Source: an optimization exercise on an open RTL-to-GDS flow (aim: small area). Production flows keep margins and buffers that such runs may drop.
In this exercise RTL edits were held to simulation tests only and were not proved equivalent to the original.
Power and IR drop assume default switching activity.

[flow/run.sh]
#!/bin/bash
# synth_recipe.tcl (not shown) runs the flow's synth.tcl, then flattens the netlist and writes it again
# the make line also repeats each setting of config.mk as NAME=value (left out here)
make -C /OpenROAD-flow-scripts/flow DESIGN_CONFIG=/design/flow/config.mk WORK_HOME=/design/flow/orfs CLKGATE_MAP_FILE= SYNTH_SCRIPT=/design/flow/synth_recipe.tcl finish
[flow/constraint.sdc]
create_clock -name core_clock -period 6.0 [get_ports {clk}]
set_input_delay 1.2000 -clock core_clock [delete_from_list [all_inputs] [get_ports {clk}]]
set_output_delay 1.2000 -clock core_clock [all_outputs]
set_load 0.01 [all_outputs]
[flow/config.mk]
export PLATFORM = sky130hd
export DESIGN_NAME = UDP_Packet_Sender
export DESIGN_NICKNAME = UDP_Packet_Sender
export VERILOG_FILES = /design/flow/design.v
export SDC_FILE = /design/flow/constraint.sdc
export NUM_CORES = 4
export LEC_CHECK = 0
export CAP_MARGIN = 20
export CORE_MARGIN = 2
export CORE_UTILIZATION = 40
export PLACE_DENSITY = 0.6
export SLEW_MARGIN = 20
[flow/design.v]
`timescale 1ns / 1ps
module UDP_Packet_Sender(
    clk,rst,
    SRC_PORT,
    DST_PORT,
    DST_MAC,
    Dst_IP,Local_IP,
    StartUDPSend,
    UserDaPacketLen,
    UserDaFifoRd,
    UserDaFifoDout,
    Mac_tx_data,
    Mac_tx_mod,
    Mac_tx_sop,
    Mac_tx_eop,
    Mac_tx_wren,
    Mac_tx_rdy);
input               clk,rst;
input       [15:0]  SRC_PORT,DST_PORT;
input       [47:0]  DST_MAC;
input       [31:0]  Dst_IP,Local_IP;
input               StartUDPSend;
input       [15:0]  UserDaPacketLen;
output reg          UserDaFifoRd;
input       [31:0]  UserDaFifoDout;
output      [31:0]  Mac_tx_data;
output      [1:0]   Mac_tx_mod;
output              Mac_tx_sop;
output              Mac_tx_eop;
output reg          Mac_tx_wren;
input               Mac_tx_rdy;
localparam [3:0] INIT  = 4'd0;
localparam [3:0] SP1   = 4'd1;
localparam [3:0] SP2   = 4'd2;
localparam [3:0] SP3   = 4'd3;
localparam [3:0] SP4   = 4'd4;
localparam [3:0] SP5   = 4'd5;
localparam [3:0] SP6   = 4'd6;
localparam [3:0] SP7   = 4'd7;
localparam [3:0] SP8   = 4'd8;
localparam [3:0] SP9   = 4'd9;
localparam [3:0] SP10A = 4'd10;   
localparam [3:0] SP10B = 4'd11;   
localparam [3:0] SPN2  = 4'd12;   
localparam [3:0] SPN1  = 4'd13;   
localparam [15:0] CKS_K = 16'h0512;
reg  [3:0]  state;
reg  [15:0] IP_IDENTIFICATION;
reg  [15:0] acc;
reg         acc_c;
reg  [31:0] dreg;
reg         FifoRdStoped;
wire rdy  = Mac_tx_rdy;
wire go   = (state == INIT) & StartUDPSend & rdy;
wire pay  = (state == SP9) | (state == SP10A) | (state == SP10B) | (state == SPN2) | (state == SPN1);
wire inspn = (state == SPN2) | (state == SPN1);
wire more = ~acc[15];            
wire [15:0] udp_length      = UserDaPacketLen + 16'd8;
wire [15:0] ip_total_length = UserDaPacketLen + 16'd28;
reg  [15:0] add_a, add_x;
reg         add_ci;
always @(*) begin
    add_a  = acc;
    add_x  = 16'h0;
    add_ci = acc_c;
    case (state)
        INIT: begin add_a = CKS_K; add_x = ip_total_length; add_ci = 1'b0; end
        SP1:  if (rdy) add_x = IP_IDENTIFICATION;
        SP2:  if (rdy) add_x = Local_IP[31:16];
        SP3:  if (rdy) add_x = Local_IP[15:0];
        SP4:  if (rdy) add_x = Dst_IP[31:16];
        SP5:  if (rdy) add_x = Dst_IP[15:0];
        SP6:  ;
        SP7, SP8: begin
            add_a  = 16'hffff;
            add_x  = {2'b00, UserDaPacketLen[15:2]};
            add_ci = |UserDaPacketLen[1:0];
        end
        default: begin
            add_x  = (pay & rdy) ? 16'hffff : 16'h0;
            add_ci = 1'b0;
        end
    endcase
end
always @(posedge clk)
    {acc_c, acc} <= {1'b0, add_a} + {1'b0, add_x} + {16'h0, add_ci};
reg [3:0] next_state;
always @(*) begin
    next_state = state;
    case (state)
        INIT:  if (go) next_state = SP1;
        SP1:   if (rdy) next_state = SP2;
        SP2:   if (rdy) next_state = SP3;
        SP3:   if (rdy) next_state = SP4;
        SP4:   if (rdy) next_state = SP5;
        SP5:   if (rdy) next_state = SP6;
        SP6:   if (rdy) next_state = SP7;
        SP7:   if (rdy) next_state = SP8;
        SP8:   if (rdy) next_state = SP9;
        SP9:   if (rdy) next_state = more ? SP10B : SP10A;
        SP10A: next_state = rdy ? INIT : SP10B;
        SP10B: if (rdy) next_state = more ? SPN2 : SPN1;
        SPN2:  if (rdy) next_state = more ? SPN2 : SPN1;
        SPN1:  if (rdy) next_state = INIT;
        default: next_state = INIT;
    endcase
end
always @(posedge clk or posedge rst)
    if (rst) begin
        state             <= INIT;
        Mac_tx_wren       <= 1'b0;
        UserDaFifoRd      <= 1'b0;
        IP_IDENTIFICATION <= 16'h0;
    end else begin
        state             <= next_state;
        Mac_tx_wren       <= go | (rdy & (state != INIT));
        UserDaFifoRd      <= pay & rdy & more;
        IP_IDENTIFICATION <= IP_IDENTIFICATION + {15'h0, go};
    end
always @(posedge clk)
    FifoRdStoped <= inspn & ~rdy;
reg [31:0] next_word;
always @(*) begin
    case (state)
        INIT:    next_word = {16'h0000, DST_MAC[47:32]};
        SP1:     next_word = DST_MAC[31:0];
        SP2:     next_word = 48'h5c_63_bf_41_6c_6a >> 16;
        SP3:     next_word = {16'h6c6a, 16'h0800};
        SP4:     next_word = {4'h4, 4'h5, 8'h0, ip_total_length};
        SP5:     next_word = {IP_IDENTIFICATION, 3'h2, 13'h0};
        SP6:     next_word = {8'h80, 8'h11, 16'h0000};
        SP7:     next_word = Local_IP;
        SP8:     next_word = Dst_IP;
        SP9:     next_word = {SRC_PORT, DST_PORT};
        SP10A, SP10B: next_word = {udp_length, 16'h0000};
        default: next_word = UserDaFifoDout;
    endcase
end
always @(posedge clk)
    if (!FifoRdStoped)
        dreg <= next_word;
assign Mac_tx_data = {dreg[31:16], (state == SP7) ? ~acc : dreg[15:0]};
assign Mac_tx_sop  = (state == SP1);
assign Mac_tx_eop  = (state == INIT);
assign Mac_tx_mod  = (state == INIT) ? {UserDaPacketLen[1] ^ UserDaPacketLen[0], UserDaPacketLen[0]} : 2'b00;
endmodule
==> metrics.md, run 1 <==
| Metric | Value |
|---|---|
| Distinct cell type count after synthesis | `67` |
| Maximum root-to-sink buffer count | `2` |
| Post_cts resized | `0` |
| Last weighted congestion value of the routability-driven placer | `around 0.99` |
| Post-place setup slack | `between 1 and 1.5 ns` |
| Detailed-route wire length | `slightly above 30,000 um` |
| Post-synth top cells | `sky130_fd_sc_hd__nand2_1 (95), sky130_fd_sc_hd__nor2_1 (79), sky130_fd_sc_hd__a21oi_1 (56), sky130_fd_sc_hd__a22oi_1 (54), sky130_fd_sc_hd__o21ai_0 (41)` |
| Register clock-pin slew on the reported worst setup and hold paths | `~0.06 ns` |
| Largest area contributor in the netlist | `sky130_fd_sc_hd__edfxtp_1` |
| Share of the synthesized area in compound gates (AO/OA/AOI/OAI) | `between 30% and 40%` |
| Asr flop ratio synth | `between 30% and 40%` |
| Synth Area in Adders | `under 10%` |
| DIE AREA | `around 18,000 um2` |
| First-pass GRT wire length | `between 40,000 and 50,000 um` |
| Startpoint Class | `register` |
| Chip width | `roughly 130 um` |
| Count of standard-cell rows | `46` |
| GR Util met1 | `roughly 45%` |
| Number of synthesized flops with an enable pin | `32` |
| FF-to-FF path depth | `16` |
| Number of fill cells in the layout | `~1,500` |
| Max-cap violations | `0` |
| Net switching power of the design | `about 2.3 mW` |
| Post-synthesis share of cell area spent on xor and xnor gates | `roughly 6.6%` |
| Min-Delay Path Depth | `1` |
| Max frequency | `214 MHz` |
| CTS root buf | `sky130_fd_sc_hd__clkbuf_16` |
| Post-CTS setup buffers | `0` |
| Leakage power | `roughly 3.5 nW` |
| Average via count per standard cell | `approximately 6.4` |
| Post-synthesis instance area | `approximately 6600 um2` |
| Initial Util | `approximately two fifths` |
| Minimum period implied by the final worst setup slack | `4.67 ns` |
| Diodes inserted | `0` |
| Setup Skew | `about 0.011 ns` |
| Clock Latency Late Sink | `between 0.3 and 0.4 ns` |
| Proportion of power drawn by combinational gates | `between 60% and 70%` |
| Area growth from synthesis to layout | `39.4%` |
| Remaining number of nets flagged by the antenna check after routing | `0` |
| Grt total ovfl | `0` |
| Number of antenna violations at the first check in global routing | `0` |
| Deepest level of the CTS H-tree | `3` |
| Data arrival at the endpoint of the critical path | `4.91 ns` |
| Max IR drop VDD | `around 0.25 mV` |
| TritonCTS clock tree | `done` |
| DR DRC count | `0` |
| Maximum number of pins on one net before global-route repair | `52` |
| Mapped Avg Cell Area | `roughly 7.9 um2` |
| Worst path required time | `6.23 ns` |
| Setup repair after global routing missed its margin | `no` |
| Layout net count | `1,237` |
| GR peak layer | `met2` |
| Crit Path Class | `reg -> reg` |
| Combined area of the multi-input logic cells | `approximately 4200 um2` |
| Status | `complete, no violations` |
| Dominant register cell in the synthesized netlist | `sky130_fd_sc_hd__edfxtp_1` |
| Final Slew Violations | `0` |
| Sequential Area | `between 1500 and 2000 um2` |
| Synthesized instance count | `between 800 and 900` |
| Core outline area | `between 15,000 and 20,000 um2` |
| Detail-routed net length per standard cell | `roughly 25 um` |
| Area fraction in and, or, nand and nor cells after synthesis | `18.3%` |
| Proportion of layout cells with a drive suffix above 1 | `between 5 and 6%` |
| Actual slew at the worst max-slew pin | `~1.2 ns` |
| Number of global-route vias before repair | `about 7,900` |
| Number of warning messages in the yosys log | `1` |
| Boundary Pins | `between 200 and 250` |
| Grt met3 use | `7.59%` |
| Number of buffers created by CTS | `9` |
| Critical path fanouts, max | `33` |
| Combinational family with the most area after synthesis | `compound AO/OA/AOI/OAI gates` |
| Met2 track utilization from global routing | `between 50% and 60%` |
| Endpoints failing setup | `0` |
| # port buffers | `about 230` |
| Total number of vias | `a little under 8,000` |
| Setup TNS | `0 ns` |
| Number of nets produced by synthesis | `1,054` |
| First-iteration detailed-routing DRC count | `822` |
| Share of the yosys chip area belonging to registers | `between 20 and 30%` |
| Fraction of power consumed by the clock network | `a little over a tenth` |
| Drt first pass iters | `7` |
| Worst setup margin | `roughly 1.3 ns` |
| Power Density | `just over 500 nW/um2` |
| Cell-internal power | `2.44 mW` |
| Floorplan die height | `around 130 um` |
| Cts-stage hold buffer count | `0` |
| Final count of hold timing violations | `0` |
| CP endpoint kind | `register` |
| Hold WC Path Type | `reg -> reg` |
| Slew Limit Headroom | `between 20% and 30%` |
| Detailed-placement wirelength estimate | `23,300 um` |
| Most frequent cell after synthesis | `sky130_fd_sc_hd__nand2_1` |
| TritonCTS Sinks | `approximately 70` |
| Total GRT Usage | `between 30% and 40%` |
| Sequential cell fraction of total power | `about a fifth` |
| Share of Yosys cell area claimed by the top area cell type | `~15%` |
| Flop and latch count out of synthesis | `72` |
| Mux contribution to synthesized area | `about 1.2%` |
| Biggest area contributors in the synthesized netlist | `sky130_fd_sc_hd__edfxtp_1 (15%), sky130_fd_sc_hd__dfrtp_1 (8.3%), sky130_fd_sc_hd__a22oi_1 (6.1%)` |
| Crit share post-route | `about 78%` |
| Switching share of total power | `between 40% and 50%` |
state kept, by name (all words and copies together) (netlist names):
| register | cells |
|---|---|
| FifoRdStoped | 1 |
| IP_IDENTIFICATION | 16 |
| Mac_tx_wren | 1 |
| UserDaFifoRd | 1 |
| acc | 16 |
| acc_c | 1 |
| dreg | 32 |
| state | 4 |
kinds of logic after synthesis:
logic type / after synthesis
buffers and inverters: 101
AO/OA/AOI/OAI: 315
XOR/XNOR: 50
AND/OR/NAND/NOR: 263
flip-flops: 72
multiplexers: 8
adder cells (fa/ha/maj): 25
through the flow:
| step | instances | cell area, um2 | utilization, % | hold slack, ns | power, mW |
|---|---|---|---|---|---|
| 6_report | 1238 | 9210 | 57.6 | 0.525 | 4.70 |
| 5_1_grt | 1238 | 9210 | 57.6 | 0.552 | 5.00 |
| 4_1_cts | 1238 | 9210 | 57.6 | 0.528 | 4.65 |
| 3_5_place_dp | 1222 | 8950 | 55.9 | 0.520 | 4.13 |
| 3_3_place_gp | 1222 | 8950 | 55.9 | 0.506 | 4.05 |
| 2_1_floorplan | 834 | 6610 | - | 0.464 | 3.08 |
metal layers:
metal  routed length [um]  up-vias  part of all wire [%]
met4                 1320        0                   4.3
met3                 3190       89                    10
met5                    0        -                     0
li1                     -     3502                     -
met2                14300      557                    46
met1                12200     3743                    39
power groups by stage:
stage,Clock [mW],Sequential [mW],Combinational [mW]
after floorplan,0,0.849,2.23
after global placement,0,0.931,3.12
after detailed placement,0,0.938,3.19
after CTS,0.513,0.929,3.20
after global routing,0.538,0.953,3.51
final,0.511,0.933,3.26
area by class of cell:
cell class | instances | area share [%]
inverter | 18 | 0.734
clock buffer | 12 | 2.57
timing repair buffer | 255 | 27.1
clock inverter | 4 | 0.245
multi-input combinational | 661 | 46.1
sequential | 72 | 20.3
tap | 216 | 2.93
cells in the final DEF (no fill, tap or decap), types with 9 or more instances in the layout:
master | Yosys | layout
sky130_fd_sc_hd__inv_1 | 14 | 14
sky130_fd_sc_hd__dfrtp_1 | 22 | 21
sky130_fd_sc_hd__clkdlybuf4s50_1 | 0 | 233
sky130_fd_sc_hd__o21ai_0 | 41 | 41
sky130_fd_sc_hd__nor2_1 | 79 | 79
sky130_fd_sc_hd__a31oi_1 | 11 | 11
sky130_fd_sc_hd__xnor2_1 | 32 | 32
sky130_fd_sc_hd__a41oi_1 | 11 | 11
sky130_fd_sc_hd__buf_4 | 23 | 22
sky130_fd_sc_hd__a221oi_1 | 21 | 21
sky130_fd_sc_hd__nand2_1 | 95 | 94
sky130_fd_sc_hd__o22ai_1 | 10 | 10
sky130_fd_sc_hd__a22o_1 | 11 | 11
sky130_fd_sc_hd__nand4_1 | 9 | 9
sky130_fd_sc_hd__a21oi_1 | 56 | 56
sky130_fd_sc_hd__xor2_1 | 18 | 18
sky130_fd_sc_hd__clkbuf_16 | 0 | 9
sky130_fd_sc_hd__dfxtp_1 | 18 | 18
sky130_fd_sc_hd__edfxtp_1 | 32 | 32
sky130_fd_sc_hd__nor3_1 | 14 | 13
sky130_fd_sc_hd__a222oi_1 | 16 | 16
sky130_fd_sc_hd__o21ai_1 | 24 | 24
sky130_fd_sc_hd__and3_1 | 11 | 11
sky130_fd_sc_hd__a22oi_1 | 54 | 54
sky130_fd_sc_hd__nand3_1 | 22 | 22
sky130_fd_sc_hd__a21o_1 | 18 | 18
sky130_fd_sc_hd__ha_1 | 22 | 22
path summary, 6_finish.rpt:
kind                                    endpoint             startpoint  slack [ns]
max in group asynchronous               state[0]                    rst        3.93
setup / recovery                         acc[14]               state[2]        1.33
hold / removal             IP_IDENTIFICATION[15]  IP_IDENTIFICATION[15]        0.52
setup reg to reg                         acc[14]               state[2]        1.33
hold reg to reg            IP_IDENTIFICATION[15]  IP_IDENTIFICATION[15]        0.52
min in group asynchronous  IP_IDENTIFICATION[12]                    rst        1.39
worst max-delay path, cell delays in order, from the launching register on:
cell and delay [ns]:
sky130_fd_sc_hd__dfrtp_1 0.74, sky130_fd_sc_hd__inv_2 0.32, sky130_fd_sc_hd__nor2_4 0.20, sky130_fd_sc_hd__nand3_1 0.10, sky130_fd_sc_hd__buf_4 0.27, sky130_fd_sc_hd__nand2_2 0.50, sky130_fd_sc_hd__a221oi_1 0.18, sky130_fd_sc_hd__or2_1 0.26
sky130_fd_sc_hd__fa_1 0.41, sky130_fd_sc_hd__inv_1 0.08, sky130_fd_sc_hd__fa_1 0.20, sky130_fd_sc_hd__a21o_1 0.16, sky130_fd_sc_hd__a221oi_2 0.09, sky130_fd_sc_hd__o31ai_1 0.51, sky130_fd_sc_hd__nor2b_1 0.24, sky130_fd_sc_hd__o22ai_1 0.12
sky130_fd_sc_hd__xnor2_1 0.14
==> inputs of run 2 (changes only) <==
--- a/flow/design.v
+++ b/flow/design.v
@@ -83,6 +83,9 @@
     endcase
 end
+wire [15:0] add_sum;
+wire        add_co;
+assign {add_co, add_sum} = {1'b0, add_a} + {1'b0, add_x} + {16'h0, add_ci};
 always @(posedge clk)
-    {acc_c, acc} <= {1'b0, add_a} + {1'b0, add_x} + {16'h0, add_ci};
+    {acc_c, acc} <= {add_co, add_sum};
 reg [3:0] next_state;
 always @(*) begin
@@ -129,5 +132,5 @@
         SP4:     next_word = {4'h4, 4'h5, 8'h0, ip_total_length};
         SP5:     next_word = {IP_IDENTIFICATION, 3'h2, 13'h0};
-        SP6:     next_word = {8'h80, 8'h11, 16'h0000};
+        SP6:     next_word = {8'h80, 8'h11, ~add_sum};
         SP7:     next_word = Local_IP;
         SP8:     next_word = Dst_IP;
@@ -138,7 +141,6 @@
 end
 always @(posedge clk)
-    if (!FifoRdStoped)
-        dreg <= next_word;
-assign Mac_tx_data = {dreg[31:16], (state == SP7) ? ~acc : dreg[15:0]};
+    dreg <= (next_word & {32{~FifoRdStoped}}) | (dreg & {32{FifoRdStoped}});
+assign Mac_tx_data = dreg;
 assign Mac_tx_sop  = (state == SP1);
 assign Mac_tx_eop  = (state == INIT);
==> run 2 against run 1 <==
Die area fell by 5.2%. Setup slack worse by 0.46 ns. Sequential power hardly changed. Final cell count is 3.6% lower. Non-clock buffer count stayed put. Utilization up 1.6 points. Maximum frequency fell by 8.9%. Clock skew down 0.0037 ns. Routed wire length down 4.3%. Clock power hardly changed. Hold slack improved by 0.0059 ns.
==> metrics.md, run 2 <==
| Metric | Value |
|---|---|
| Post-synthesis instance area | `6250 um2 (was 6610 um2)` |
| Actual slew at the worst max-slew pin | `1.03 ns (was 1.16 ns)` |
| First-iteration detailed-routing DRC count | `977 (was 822)` |
| Worst setup margin | `0.868 ns (was 1.33 ns)` |
| Startpoint of the lowest-slack hold path | `IP_IDENTIFICATION[13] (was IP_IDENTIFICATION[15])` |
| Maximum number of pins on one net before global-route repair | `36 (was 52)` |
| Leading cell type in the layout, fill and taps excluded | `sky130_fd_sc_hd__clkdlybuf4s50_1 (unchanged)` |
| Most frequent cell after synthesis | `sky130_fd_sc_hd__nand2_1 (unchanged)` |
| Min-Delay Endpoint | `IP_IDENTIFICATION[13] (was IP_IDENTIFICATION[15])` |
| Chip width | `129 um (was 133 um)` |
| Number of antenna violations at the first check in global routing | `0 (unchanged)` |
| FF-to-FF path depth | `15 (was 16)` |
| Detailed-route wire length | `29,600 um (was 31,000 um)` |
| Worst reg2reg setup slack | `1.01 ns (was 1.33 ns)` |
| First-pass GRT wire length | `44,500 um (was 46,900 um)` |
| DIE AREA | `16,600 um2 (was 17,600 um2)` |
| Total GRT Usage | `35.8% (was 34.8%)` |
| Hold WC Path Type | `reg -> reg (unchanged)` |
| # port buffers | `233 (unchanged)` |
| Floorplan die height | `129 um (was 133 um)` |
| Biggest area contributors in the synthesized netlist | `sky130_fd_sc_hd__edfxtp_1 (15%), sky130_fd_sc_hd__dfrtp_1 (8.8%), sky130_fd_sc_hd__a22oi_1 (7.0%) (was sky130_fd_sc_hd__edfxtp_1 (15%), sky130_fd_sc_hd__dfrtp_1 (8.3%), sky130_fd_sc_hd__a22oi_1 (6.1%))` |
| Setup repair after global routing missed its margin | `no (unchanged)` |
| Cell-internal power | `2.66 mW (was 2.44 mW)` |
| Leakage power | `3.45 nW (was 3.54 nW)` |
| Net switching power of the design | `2.68 mW (was 2.26 mW)` |
| Dominant register cell in the synthesized netlist | `sky130_fd_sc_hd__edfxtp_1 (unchanged)` |
| Final Slew Violations | `0 (unchanged)` |
| Min-Delay Path Depth | `1 (unchanged)` |
| Worst path required time | `6.08 ns (was 6.23 ns)` |
| Beginning of the worst register-to-register path | `state[1] (was state[2])` |
| Crit share post-route | `85.5% (was 77.9%)` |
| Number of nets produced by synthesis | `996 (was 1,054)` |
| Switching share of total power | `50.1% (was 48.1%)` |
| Slew Limit Headroom | `31.0% (was 22.6%)` |
| Remaining number of nets flagged by the antenna check after routing | `0 (unchanged)` |
| Sequential cell fraction of total power | `17.5% (was 19.9%)` |
| Post-place setup slack | `0.671 ns (was 1.20 ns)` |
| Distinct cell type count after synthesis | `64 (was 67)` |
| Asr flop ratio synth | `30.6% (unchanged)` |
| Grt total ovfl | `0 (unchanged)` |
| Clock Latency Late Sink | `0.35 ns (about the same)` |
| Post-synth top cells | `sky130_fd_sc_hd__nand2_1 (83), sky130_fd_sc_hd__nor2_1 (78), sky130_fd_sc_hd__a21oi_1 (63), sky130_fd_sc_hd__a22oi_1 (58), sky130_fd_sc_hd__nand3_1 (36) (was sky130_fd_sc_hd__nand2_1 (95), sky130_fd_sc_hd__nor2_1 (79), sky130_fd_sc_hd__a21oi_1 (56), sky130_fd_sc_hd__a22oi_1 (54), sky130_fd_sc_hd__o21ai_0 (41))` |
| Layout net count | `1,198 (was 1,237)` |
| Number of fill cells in the layout | `1,421 (was 1,546)` |
| Number of buffers created by CTS | `9 (unchanged)` |
| Last weighted congestion value of the routability-driven placer | `0.955 (was 0.987)` |
| Average via count per standard cell | `6.32 (was 6.37)` |
| Endpoints failing setup | `0 (unchanged)` |
| Largest area contributor in the netlist | `sky130_fd_sc_hd__edfxtp_1 (unchanged)` |
| Initial Util | `41.0% (was 41.3%)` |
| CTS root buf | `sky130_fd_sc_hd__clkbuf_16 (unchanged)` |
| Detail-routed net length per standard cell | `24.8 um (was 25.0 um)` |
| Area growth from synthesis to layout | `44.3% (was 39.4%)` |
| Commonest cells after routing, fill and taps aside | `sky130_fd_sc_hd__clkdlybuf4s50_1 (233), sky130_fd_sc_hd__nand2_1 (83), sky130_fd_sc_hd__nor2_1 (78) (was sky130_fd_sc_hd__clkdlybuf4s50_1 (233), sky130_fd_sc_hd__nand2_1 (94), sky130_fd_sc_hd__nor2_1 (79))` |
| Max frequency | `195 MHz (was 214 MHz)` |
| Critical path fanouts, max | `7 (was 33)` |
| Post-CTS setup buffers | `0 (unchanged)` |
| TritonCTS clock tree | `done (unchanged)` |
| Proportion of power drawn by combinational gates | `72.9% (was 69.3%)` |
| Setup TNS | `0 ns (unchanged)` |
| Mapped Avg Cell Area | `8.05 um2 (was 7.92 um2)` |
| Minimum period implied by the final worst setup slack | `5.13 ns (was 4.67 ns)` |
| Number of global-route vias before repair | `7,457 (was 7,866)` |
| Proportion of layout cells with a drive suffix above 1 | `5.09% (was 5.58%)` |
| TritonCTS Sinks | `72 (unchanged)` |
| Share of the yosys chip area belonging to registers | `30.0% (was 28.3%)` |
| Power Density | `592 nW/um2 (was 510 nW/um2)` |
| Final count of hold timing violations | `0 (unchanged)` |
| Startpoint of the worst setup timing path | `UserDaPacketLen[4] (was state[2])` |
| Fraction of power consumed by the clock network | `9.5% (was 10.9%)` |
| Max IR drop VDD | `0.550 mV (was 0.250 mV)` |
| Register clock-pin slew on the reported worst setup and hold paths | `0.06 ns (about the same)` |
| Max-cap violations | `0 (unchanged)` |
| Status | `complete, no violations (unchanged)` |
| DR DRC count | `0 (unchanged)` |
| Flop and latch count out of synthesis | `72 (unchanged)` |
| Setup Skew | `0.00741 ns (was 0.0111 ns)` |
| Maximum root-to-sink buffer count | `2 (unchanged)` |
| CP endpoint kind | `register (unchanged)` |
| Number of warning messages in the yosys log | `1 (unchanged)` |
| Startpoint Class | `input port (was register)` |
| Number of synthesized flops with an enable pin | `32 (unchanged)` |
| Core outline area | `15,300 um2 (was 16,000 um2)` |
| Total number of vias | `7,548 (was 7,891)` |
| Deepest level of the CTS H-tree | `3 (unchanged)` |
| Crit Path Class | `in -> reg (was reg -> reg)` |
| Data arrival at the endpoint of the critical path | `5.21 ns (was 4.91 ns)` |
| Cts-stage hold buffer count | `0 (unchanged)` |
| Boundary Pins | `234 (unchanged)` |
| Count of standard-cell rows | `45 (was 46)` |
| Drt first pass iters | `8 (was 7)` |
| Post_cts resized | `0 (unchanged)` |
| Synthesized instance count | `776 (was 834)` |
| Detailed-placement wirelength estimate | `22,300 um (was 23,300 um)` |
| Diodes inserted | `0 (unchanged)` |
| Share of Yosys cell area claimed by the top area cell type | `15.4% (was 14.5%)` |
-- run 2: changes by cell type after synthesis, moves of 8 or more --
cell	before	now
sky130_fd_sc_hd__xnor2_1	32	24
sky130_fd_sc_hd__nand2_1	95	83
sky130_fd_sc_hd__a21o_1	18	4
sky130_fd_sc_hd__buf_4	23	5
sky130_fd_sc_hd__nand3_1	22	36
sky130_fd_sc_hd__o21ai_1	24	1
-- run 2: layout make-up --
cell class,count,area (um2),share of cell area (%)
clock buffer,10,229,2.54
clock inverter,6,36.3,0.402
inverter,16,60.1,0.666
multi-input combinational,624,4050,44.9
sequential,72,1870,20.8
tap,211,264,2.93
timing repair buffer,255,2510,27.8
-- run 2: how the worst max path moves through the flow --
stage               end  cells after the start
6_report       register                     14
5_1_grt        register                     15
4_1_cts        register                     14
3_5_place_dp   register                     14
3_3_place_gp   register                     14
2_1_floorplan  register                     13
-- run 2: metal layers --
layer | share of wire [%] | wire length [um] | global-route usage [%]
met5 | 0 | 0 | 0
met4 | 4.4 | 1310 | 16.8
met3 | 9.4 | 2790 | 6.24
met2 | 46 | 13600 | 58.5
met1 | 40 | 11900 | 46.1
-- run 2: critical path, cell delays in order --
cell and delay (ns):
sky130_fd_sc_hd__clkdlybuf4s50_1 0.61, sky130_fd_sc_hd__inv_1 0.12, sky130_fd_sc_hd__ha_1 0.21, sky130_fd_sc_hd__a21boi_0 0.63, sky130_fd_sc_hd__xnor2_1 0.20, sky130_fd_sc_hd__a222oi_1 0.34
sky130_fd_sc_hd__nor2_1 0.08, sky130_fd_sc_hd__ha_1 0.32, sky130_fd_sc_hd__o21a_1 0.23, sky130_fd_sc_hd__o21a_1 0.17, sky130_fd_sc_hd__o21ai_0 0.42, sky130_fd_sc_hd__a21oi_1 0.29
sky130_fd_sc_hd__o2111ai_1 0.26, sky130_fd_sc_hd__o211ai_1 0.13
-- run 2: cell families after synthesis --
group | synth area share, %
compound gates | 31.1
xor+xnor | 6.73
fa+ha+maj | 5.05
buf+inv | 5.65
flops | 30.0
mux | 0.801
simple gates | 20.7
-- run 2: metrics by stage --
step	utilization, %	std cells	hold WS [ns]	instance area [um2]	power, mW
floorplan	-	776	0.467	6250	3.45
global placement	57.4	1178	0.511	8750	4.67
detailed placement	57.4	1178	0.508	8750	4.74
CTS	59.1	1194	0.522	9020	5.27
global route	59.1	1194	0.556	9020	5.73
finish	59.1	1194	0.531	9020	5.34
-- run 2: power by group through the flow --
stage / sequential, mW / clock (mW) / combinational (mW)
final: 0.936 / 0.509 / 3.89
after global routing: 0.956 / 0.528 / 4.24
after CTS: 0.936 / 0.509 / 3.82
after detailed placement: 0.945 / 0 / 3.80
after global placement: 0.935 / 0 / 3.74
after floorplan: 0.939 / 0 / 2.51
==> inputs of run 3 (changes only) <==
==> flow/flow/run.sh (new file) <==
#!/bin/bash
set -euo pipefail
export BUFFER_PORTS_ARGS="-buffer_cell sky130_fd_sc_hd__buf_1"
bash standard.sh > standard_make.log 2>&1
==> flow/standard.sh (new file) <==
#!/bin/bash
# synth_recipe.tcl (not shown) runs the flow's synth.tcl, then flattens the netlist and writes it again
# the make line also repeats each setting of config.mk as NAME=value (left out here)
make -C /OpenROAD-flow-scripts/flow DESIGN_CONFIG=/design/flow/config.mk WORK_HOME=/design/flow/orfs CLKGATE_MAP_FILE= SYNTH_SCRIPT=/design/flow/synth_recipe.tcl "${@:-finish}"
removed: flow/run.sh
==> run 3 against run 2 <==
Area after synthesis did not move. Setup slack improved by 0.34 ns. Global-route usage fell by 3.5 points. First-iteration DRC count fell by 15%. Register-to-register slack improved by 0.19 ns. Sequential power fell by 0.6%. Combinational power fell by 7.7%. Critical path type is now reg -> reg.
==> metrics.md, run 3 <==
| Metric | Value |
|---|---|
| Largest area contributor in the netlist | `sky130_fd_sc_hd__edfxtp_1 (unchanged)` |
| Number of global-route vias before repair | `6,891 (was 7,457)` |
| Actual slew at the worst max-slew pin | `0.971 ns (was 1.03 ns)` |
| Minimum period implied by the final worst setup slack | `4.80 ns (was 5.13 ns)` |
| Register clock-pin slew on the reported worst setup and hold paths | `0.06 ns (about the same)` |
| TritonCTS clock tree | `done (unchanged)` |
| Critical path fanouts, max | `38 (was 7)` |
| Asr flop ratio synth | `30.6% (unchanged)` |
| Last weighted congestion value of the routability-driven placer | `0.975 (was 0.955)` |
| Leading cell type in the layout, fill and taps excluded | `sky130_fd_sc_hd__buf_1 (was sky130_fd_sc_hd__clkdlybuf4s50_1)` |
| Dominant register cell in the synthesized netlist | `sky130_fd_sc_hd__edfxtp_1 (unchanged)` |
| Total GRT Usage | `32.2% (was 35.8%)` |
| Number of warning messages in the yosys log | `1 (unchanged)` |
| Final Slew Violations | `0 (unchanged)` |
| Number of buffers and inverters on the critical path | `1 (was 2)` |
| Diodes inserted | `0 (unchanged)` |
| Max IR drop VDD | `0.276 mV (was 0.550 mV)` |
| Maximum number of pins on one net before global-route repair | `39 (was 36)` |
| Chip width | `129 um (unchanged)` |
| DR DRC count | `0 (unchanged)` |
| # port buffers | `233 (unchanged)` |
| Setup Skew | `0.00973 ns (was 0.00741 ns)` |
| Post_cts resized | `0 (unchanged)` |
| Startpoint of the lowest-slack hold path | `IP_IDENTIFICATION[15] (was IP_IDENTIFICATION[13])` |
| Critical Path Slowest Stage Cell | `sky130_fd_sc_hd__inv_2 (was sky130_fd_sc_hd__a21boi_0)` |
| Boundary Pins | `234 (unchanged)` |
| Setup TNS | `0 ns (unchanged)` |
| Remaining number of nets flagged by the antenna check after routing | `0 (unchanged)` |
| Area fraction in and, or, nand and nor cells after synthesis | `20.7% (unchanged)` |
| Flop and latch count out of synthesis | `72 (unchanged)` |
| Deepest level of the CTS H-tree | `3 (unchanged)` |
| Critical path's most frequent cell | `sky130_fd_sc_hd__nor2_1` |
| Layout net count | `1,196 (was 1,198)` |
| Most frequent cell after synthesis | `sky130_fd_sc_hd__nand2_1 (unchanged)` |
| Synth Area in Adders | `5.05% (unchanged)` |
| Post-place setup slack | `1.15 ns (was 0.671 ns)` |
| Largest stage delay, worst path | `0.72 ns (was 0.63 ns)` |
| Critical path's top delay family | `compound AO/OA/AOI/OAI gates (unchanged)` |
| TritonCTS Sinks | `72 (unchanged)` |
| Post-synthesis instance area | `6250 um2 (unchanged)` |
| Startpoint Class | `register (was input port)` |
| Detailed-route wire length | `27,400 um (was 29,600 um)` |
| First-pass GRT wire length | `39,800 um (was 44,500 um)` |
| Leakage power | `2.83 nW (was 3.45 nW)` |
| CP endpoint kind | `register (unchanged)` |
| Average via count per standard cell | `6.17 (was 6.32)` |
| Number of buffers created by CTS | `9 (unchanged)` |
| Number of nets produced by synthesis | `996 (unchanged)` |
| Number of fill cells in the layout | `1,568 (was 1,421)` |
| Synthesized instance count | `776 (unchanged)` |
| Data arrival at the endpoint of the critical path | `4.88 ns (was 5.21 ns)` |
| Setup repair after global routing missed its margin | `no (unchanged)` |
| Combinational family with the most area after synthesis | `compound AO/OA/AOI/OAI gates (unchanged)` |
| Detail-routed net length per standard cell | `23.0 um (was 24.8 um)` |
| Share of the synthesized area in compound gates (AO/OA/AOI/OAI) | `31.1% (unchanged)` |
| Crit path cell chain | `nor2_1 -> nand2_2 -> inv_2 -> a222oi_1 -> nor2_1 -> ha_1 -> a211oi_1 -> o211ai_1 -> o21ai_0 -> a21oi_1 -> a32oi_1 -> o31ai_1 (was clkdlybuf4s50_1 -> inv_1 -> ha_1 -> a21boi_0 -> xnor2_1 -> a222oi_1 -> nor2_1 -> ha_1 -> o21a_1 -> o21a_1 -> o21ai_0 -> a21oi_1 -> o2111ai_1 -> o211ai_1)` |
| Endpoints failing setup | `0 (unchanged)` |
| Max-cap violations | `0 (unchanged)` |
| Worst path required time | `6.09 ns (was 6.08 ns)` |
| Number of synthesized flops with an enable pin | `32 (unchanged)` |
| Distinct cell type count after synthesis | `64 (unchanged)` |
| Status | `complete, no violations (unchanged)` |
| Max frequency | `209 MHz (was 195 MHz)` |
| Number of antenna violations at the first check in global routing | `0 (unchanged)` |
| Worst setup margin | `1.20 ns (was 0.868 ns)` |
| Mux contribution to synthesized area | `0.801% (unchanged)` |
| Grt total ovfl | `0 (unchanged)` |
| Total number of vias | `7,355 (was 7,548)` |
| Count of standard-cell rows | `45 (unchanged)` |
| Core outline area | `15,300 um2 (unchanged)` |
| CTS root buf | `sky130_fd_sc_hd__clkbuf_16 (unchanged)` |
| Proportion of layout cells with a drive suffix above 1 | `4.99% (was 5.09%)` |
| Floorplan die height | `129 um (unchanged)` |
| Biggest area contributors in the synthesized netlist | `sky130_fd_sc_hd__edfxtp_1 (15%), sky130_fd_sc_hd__dfrtp_1 (8.8%), sky130_fd_sc_hd__a22oi_1 (7.0%) (unchanged)` |
| Maximum root-to-sink buffer count | `2 (unchanged)` |
| Post-CTS setup buffers | `0 (unchanged)` |
| DIE AREA | `16,600 um2 (unchanged)` |
| Crit Path Class | `reg -> reg (was in -> reg)` |
| Post-synth top cells | `sky130_fd_sc_hd__nand2_1 (83), sky130_fd_sc_hd__nor2_1 (78), sky130_fd_sc_hd__a21oi_1 (63), sky130_fd_sc_hd__a22oi_1 (58), sky130_fd_sc_hd__nand3_1 (36) (unchanged)` |
| Slew Limit Headroom | `35.2% (was 31.0%)` |
| Share of Yosys cell area claimed by the top area cell type | `15.4% (unchanged)` |
| Detailed-placement wirelength estimate | `20,500 um (was 22,300 um)` |
| Commonest cells after routing, fill and taps aside | `sky130_fd_sc_hd__buf_1 (233), sky130_fd_sc_hd__nand2_1 (83), sky130_fd_sc_hd__nor2_1 (78) (was sky130_fd_sc_hd__clkdlybuf4s50_1 (233), sky130_fd_sc_hd__nand2_1 (83), sky130_fd_sc_hd__nor2_1 (78))` |
| Area growth from synthesis to layout | `21.2% (was 44.3%)` |
| First-iteration detailed-routing DRC count | `827 (was 977)` |
| Startpoint of the worst setup timing path | `state[2] (was UserDaPacketLen[4])` |
| Clock Latency Late Sink | `0.36 ns (was 0.35 ns)` |
| Cts-stage hold buffer count | `0 (unchanged)` |
| Mapped Avg Cell Area | `8.05 um2 (unchanged)` |
| Crit share post-route | `79.9% (was 85.5%)` |
| Final count of hold timing violations | `0 (unchanged)` |
| Share of the yosys chip area belonging to registers | `30.0% (unchanged)` |
| Initial Util | `41.0% (unchanged)` |
| Hold WC Path Type | `reg -> reg (unchanged)` |
| Drt first pass iters | `8 (unchanged)` |
| Post-synthesis share of cell area spent on xor and xnor gates | `6.73% (unchanged)` |
| Beginning of the worst register-to-register path | `state[2] (was state[1])` |
| Power Density | `672 nW/um2 (was 592 nW/um2)` |
## run 3: final timing paths
| path | end | slack (ns) | depth (start not counted) |
|---|---|---|---|
| max | register | 1.20 | 12 |
| min | IP_IDENTIFICATION[15] | 0.53 | 1 |
| max reg2reg | register | 1.20 | 12 |
| min reg2reg | IP_IDENTIFICATION[15] | 0.53 | 1 |
| max in group asynchronous | IP_IDENTIFICATION[5] | 4.37 | 2 |
| min in group asynchronous | state[3] | 1.04 | 2 |
## run 3: cell type report
type	count	area, um2	area share [%]
Multi-Input combinational cell	624	4050	53.4
Sequential cell	72	1870	24.7
Timing Repair Buffer	253	1020	13.5
Tap cell	211	264	3.49
Clock buffer	10	239	3.15
Clock inverter	6	67.6	0.892
Inverter	16	60.1	0.793
## run 3: worst register-to-register path: cells and delay by family, from the launching register on
| kind | cells | cell delay, ns |
|---|---|---|
| buf+inv | 1 | 0.72 |
| flops | 1 | 0.66 |
| fa+ha+maj | 1 | 0.29 |
| compound gates | 7 | 1.69 |
| simple gates | 3 | 1.19 |
## run 3: kinds of logic after synthesis
group | Yosys count
xor gates and xnor gates | 48
DFF | 72
AOI/OAI and AO/OA | 279
buffers and inverters | 80
and+or+nand+nor | 268
adders and majority gates | 24
muxes | 5
## run 3: per-stage QoR
stage / hold WS, ns / cells / instance area [um2] / total power [mW] / utilization [%]
2_1_floorplan: 0.467 / 776 / 6250 / 3.45 / -
3_3_place_gp: 0.512 / 1176 / 7270 / 4.44 / 47.6
3_5_place_dp: 0.520 / 1176 / 7270 / 4.45 / 47.6
4_1_cts: 0.531 / 1192 / 7570 / 5.03 / 49.6
5_1_grt: 0.539 / 1192 / 7570 / 5.46 / 49.6
6_report: 0.533 / 1192 / 7570 / 5.09 / 49.6
## run 3: layer usage
metal | track usage [%] | share of wire (%) | up-vias
met3 | 6.86 | 9.7 | 67
met5 | 0 | 0 | -
met4 | 13.2 | 4.1 | 0
li1 | - | - | 3352
met1 | 41.6 | 41 | 3467
met2 | 52.5 | 45 | 469
## run 3: power breakdown
part | internal, mW | switching, mW
logic | 1.34 | 2.26
clock network | 0.335 | 0.235
registers | 0.817 | 0.112

[re-timing with driven ports]
The flow's constraints put no driver on any port. The routed layouts listed below were extracted and timed again, unchanged, in two steps. Step 1 assumes that a clkbuf_16 drives the clock port and a buf_2 every other input. Step 2 also shifts input and output timing later by t, the mid clock arrival at the registers, as if the neighbouring blocks saw the same clock. Slacks: ideal / step 1 / step 2; pairs: ideal / step 1.
| run | shift t [ns] | slack for setup (ns) | hold WS [ns] | worst setup path after step 2 | slew at the worst register clock pin (ns) |
|---|---|---|---|---|---|
| run 1 | 0.391 | 1.327 / 1.327 / 1.036 | 0.525 / 0.525 / 0.525 | input to register | 0.07 / 0.07 |
| run 2 | 0.391 | 0.868 / 0.854 / 0.463 | 0.531 / 0.531 / 0.531 | input to register | 0.07 / 0.07 |
| run 3 | 0.393 | 1.204 / 1.204 / 1.054 | 0.533 / 0.533 / 0.533 | input to register | 0.06 / 0.06 |
After both steps every run listed still meets setup and hold. The setup slack of run 2, which loses most, moves by -0.014 ns with the drivers and by -0.405 ns with both steps.
